This design comes from an exercise in tuning for a short achievable clock period and few clock cycles on the open sky130 flow, not from production work. In this exercise RTL edits were held to simulation tests only and were not proved equivalent to the original. Power is estimated from default activity; no workload was simulated.

==> flow/design.v (excerpt) <==
module rv32i_cpu_t(
    input wire clk,                    
    input wire reset,                  
    input wire hold,                   
    input wire [31:0] in_data,         
    output wire [3:0] out_write_mask,  
    output wire [31:0] out_mem_addr,   
    output wire [31:0] out_data        
    );
For scale: roughly 100 I/O pins.
clock: 12.0 ns
lec_check: 0
abc_clock_period_in_ps: 4000
cap_margin: 20
core_margin: 2
core_utilization: 40
slew_margin: 20
standard.sh (not shown) runs the stock make flow with config.mk's settings and CLKGATE_MAP_FILE= SYNTH_SCRIPT=/design/flow/synth_recipe.tcl, a recipe that flattens the netlist after the stock synthesis.
==> flow/flow/run.sh <==
#!/bin/bash
set -euo pipefail
bash standard.sh SETUP_SLACK_MARGIN=8.5 "BUFFER_PORTS_ARGS=-buffer_cell sky130_fd_sc_hd__buf_4" finish > layout.log 2>&1
Testbench counts at the start, summed over its fixed seeds: cycles 205,507.
==> next run, changes <==
--- a/flow/design.v
+++ b/flow/design.v
@@ -254,26 +254,26 @@
   wire [31:0] d_tgt  = ({32{d_is_jal}} & d_tj) | ({32{~d_is_jal}} & d_tb);
   wire d_spred = d_brv & d_inst[31] & ~d_bp;
   wire d_pred  = d_spred | d_bp;
   wire [31:0] d_v0 = d_bptgt - d_immi;
   wire [31:0] d_v1 = {d_bptgt[31:1], 1'b1} - d_immi;
   wire d_e1 = e_valid & e_wen & (e_rd == d_rs1);
   wire d_m1 = m_valid & m_wen & (m_rd == d_rs1);
   wire d_w1 = w_wen & (w_rd == d_rs1);
   wire d_e2 = e_valid & e_wen & (e_rd == d_rs2);
   wire d_m2 = m_valid & m_wen & (m_rd == d_rs2);
   wire d_w2 = w_wen & (w_rd == d_rs2);
-  wire d_haz = (d_use1 & d_e1 & e_load) | (d_use2 & d_e2 & e_load);
-  wire [31:0] m_val = m_load ? ld_val : m_res;
-  wire [31:0] o1 = d_m1 ? m_val : d_w1 ? w_data : xv[d_rs1*32 +: 32];
-  wire [31:0] o2 = d_m2 ? m_val : d_w2 ? w_data : xv[d_rs2*32 +: 32];
+  wire d_haz = (d_use1 & (d_e1 ? e_load : (d_m1 & m_load))) |
+               (d_use2 & (d_e2 ? e_load : (d_m2 & m_load)));
+  wire [31:0] o1 = d_m1 ? m_res : d_w1 ? w_data : xv[d_rs1*32 +: 32];
+  wire [31:0] o2 = d_m2 ? m_res : d_w2 ? w_data : xv[d_rs2*32 +: 32];
   wire [31:0] v_pre = e_pre;
   wire [31:0] v_slt = {31'd0, lts};
   wire [31:0] v_sltu = {31'd0, ltu};
   wire [31:0] v_xor = e_a ^ e_b;
   wire [31:0] v_or  = e_a | e_b;
   wire [31:0] v_and = e_a & e_b;
   wire fb = d_e2 & ~d_selimm;
   wire [31:0] a_next  = ({32{d_e1 & e_selpre}} & v_pre) | ({32{d_e1 & e_seladd}} & sum) |
                         ({32{d_e1 & e_sub}} & dif) | ({32{d_e1 & e_slt}} & v_slt) |
                         ({32{d_e1 & e_sltu}} & v_sltu) | ({32{d_e1 & e_xor}} & v_xor) |
                         ({32{d_e1 & e_or}} & v_or) | ({32{d_e1 & e_and}} & v_and) |
Effect: The new run passed the timing, design-rule and antenna checks. Clock power drops by about 3%. Power climbs by 0.79%. Via count climbs by 0.74%. Combinational power climbs by about 10%. Wire length climbs by about 0.7%. Fmax is about the same. Global-route usage stays flat.
Testbench counts after the change, summed over its fixed seeds: cycles 206,256.

--- another note on this design; it stands on its own ---

Design rv32i_cpu_t, start of the top module:
module rv32i_cpu_t(
    input wire clk,                    
    input wire reset,                  
    input wire hold,                   
    input wire [31:0] in_data,         
    output wire [3:0] out_write_mask,  
    output wire [31:0] out_mem_addr,   
    output wire [31:0] out_data        
    );
Size in the first run: ~10000 cells after synthesis, roughly 3500 flip-flops, roughly 100 I/O pins, ~0.16 mm² of cells after synthesis.
clock: 12.0 ns
lec_check: 0
abc_clock_period_in_ps: 4000
cap_margin: 20
core_margin: 2
core_utilization: 40
cts_cluster_diameter: 40
cts_cluster_size: 20
slew_margin: 20
standard.sh (not shown) runs the stock make flow with config.mk's settings and CLKGATE_MAP_FILE= SYNTH_SCRIPT=/design/flow/synth_recipe.tcl, a recipe that flattens the netlist after the stock synthesis.
==> flow/flow/run.sh <==
#!/bin/bash
set -euo pipefail
bash standard.sh SETUP_SLACK_MARGIN=8.5 "BUFFER_PORTS_ARGS=-buffer_cell sky130_fd_sc_hd__buf_4" finish > layout.log 2>&1
The baseline finished with timing, DRC and antenna clean.
Testbench counts at the start, summed over its fixed seeds: cycles 207,906.
Next try:
Settings changed: CORE_UTILIZATION 40 to 55, CTS_CLUSTER_DIAMETER 40 to default, CTS_CLUSTER_SIZE 20 to default.
Result:
- cell count goes down by 8.7%
- count of clock-buffer cells in the layout goes down by 16
- hold slack gets worse by 0.025 ns
- utilization goes up by 17 points
- maximum frequency goes down by 6.7%
- routed wire length goes up by 5.1%
- non-clock buffer count goes up by 70
- critical path depth goes up by 16
- register-to-register slack gets worse by 0.37 ns
Next try:
==> flow/flow/run.sh (replaced) <==
#!/bin/bash
set -euo pipefail
bash standard.sh SETUP_SLACK_MARGIN=8.25 "BUFFER_PORTS_ARGS=-buffer_cell sky130_fd_sc_hd__buf_4" finish > layout.log 2>&1
Settings changed: CORE_UTILIZATION 55 to 40.
Result: Worst hold slack is better by 0.028 ns; wire length went down by 8.1%; via count decreases by 4.5%; cell area is lower by 2.8%; worst setup slack improves by 0.29 ns; critical path depth falls by 16.
Next try:
==> flow/flow/run.sh (replaced) <==
#!/bin/bash
set -euo pipefail
bash standard.sh SETUP_SLACK_MARGIN=8.5 "BUFFER_PORTS_ARGS=-buffer_cell sky130_fd_sc_hd__buf_4" finish > layout.log 2>&1
Settings changed: CTS_CLUSTER_DIAMETER from default to 60, CTS_CLUSTER_SIZE from default to 30.
Outcome: The new run ran to the end with no violations; worst setup slack gets better by 0.046 ns; final area went up by about 2.5%; worst hold slack is better by 0.0048 ns; die area does not change; total power goes down by about 2.8%; clock-buffer cell count came out lower by 163; clock skew decreases by 0.025 ns.

---

JK:
Starting RTL as in the previous note.
clock: 12.0 ns
lec_check: 0
abc_clock_period_in_ps: 4000
cap_margin: 20
core_margin: 2
core_utilization: 40
slew_margin: 20
==> flow/flow/run.sh <==
#!/bin/bash
set -euo pipefail
bash standard.sh SETUP_SLACK_MARGIN=9 "BUFFER_PORTS_ARGS=-buffer_cell sky130_fd_sc_hd__buf_4" finish > layout.log 2>&1
JK: all stages complete, timing, DRC and antenna checks passed
Testbench counts of JK, summed over its fixed seeds: cycles 207,906.
### JK -> MS
==> flow/flow/run.sh <==
#!/bin/bash
set -euo pipefail
bash standard.sh SETUP_SLACK_MARGIN=8.5 "BUFFER_PORTS_ARGS=-buffer_cell sky130_fd_sc_hd__buf_4" finish > layout.log 2>&1
==> notes.md <==
MS against JK; layout inverter count without the clock tree is down by a few percent.
The final reports for MS and JK show number of buffers inserted to repair setup after CTS lower in the former.
On switching power of the nets, the lower figure sits with MS, not JK.
NOTE number of filler cells placed in the layout JK->MS increased by a few percent
Against JK, MS reports a total detailed-routing wirelength that is lower.
The sequential standard cell area of MS and that of JK are within noise of each other.
Diff JK -> MS | total power of the final layout | down by a few percent
Detailed-route wire length per cell (JK / MS): 1.06
| sequential share of layout area | MS vs JK | 3.6 points higher |

==> separate check: timing with driven ports <==
The results above use ideal ports. As a check the final layouts listed here were re-extracted and re-timed, cells and wires unchanged. Step 1 (the two cells are an assumption about what drives the block):
set clk [get_ports {clk}]
set_driving_cell -lib_cell sky130_fd_sc_hd__clkbuf_16 $clk
set_driving_cell -lib_cell sky130_fd_sc_hd__buf_2 [delete_from_list [all_inputs] $clk]
Step 2 moves the port delays by t, midway between the first and last clock arrival at a register: inputs arrive t later, outputs are due t later. That takes back most of the time a late clock gives input paths. Three values: ideal ports, drivers, drivers and shift; two values: the first two.
run	t, ns	setup WS [ns]	hold WS [ns]
the first run of note 1	1.112	7.887 / 7.881 / 6.961	0.394 / 0.394 / 0.394
the second run of note 1	1.107	7.896 / 7.854 / 7.242	0.414 / 0.414 / 0.414
the first run of note 2	1.069	8.009 / 7.901 / 7.240	0.408 / 0.408 / 0.408
the second run of note 2	1.036	7.722 / 7.722 / 6.964	0.382 / 0.382 / 0.382
the third run of note 2	1.059	8.009 / 7.899 / 7.258	0.410 / 0.410 / 0.410
the fourth run of note 2	1.039	8.055 / 7.948 / 7.331	0.415 / 0.415 / 0.415
JK	1.059	7.954 / 7.899 / 7.330	0.406 / 0.406 / 0.406
MS	1.069	8.006 / 7.887 / 7.317	0.405 / 0.405 / 0.405
After both steps setup and hold are still met in every run listed. The setup slack of the first run of note 1, which loses most, moves by -0.006 ns with the drivers and by -0.926 ns with both steps.
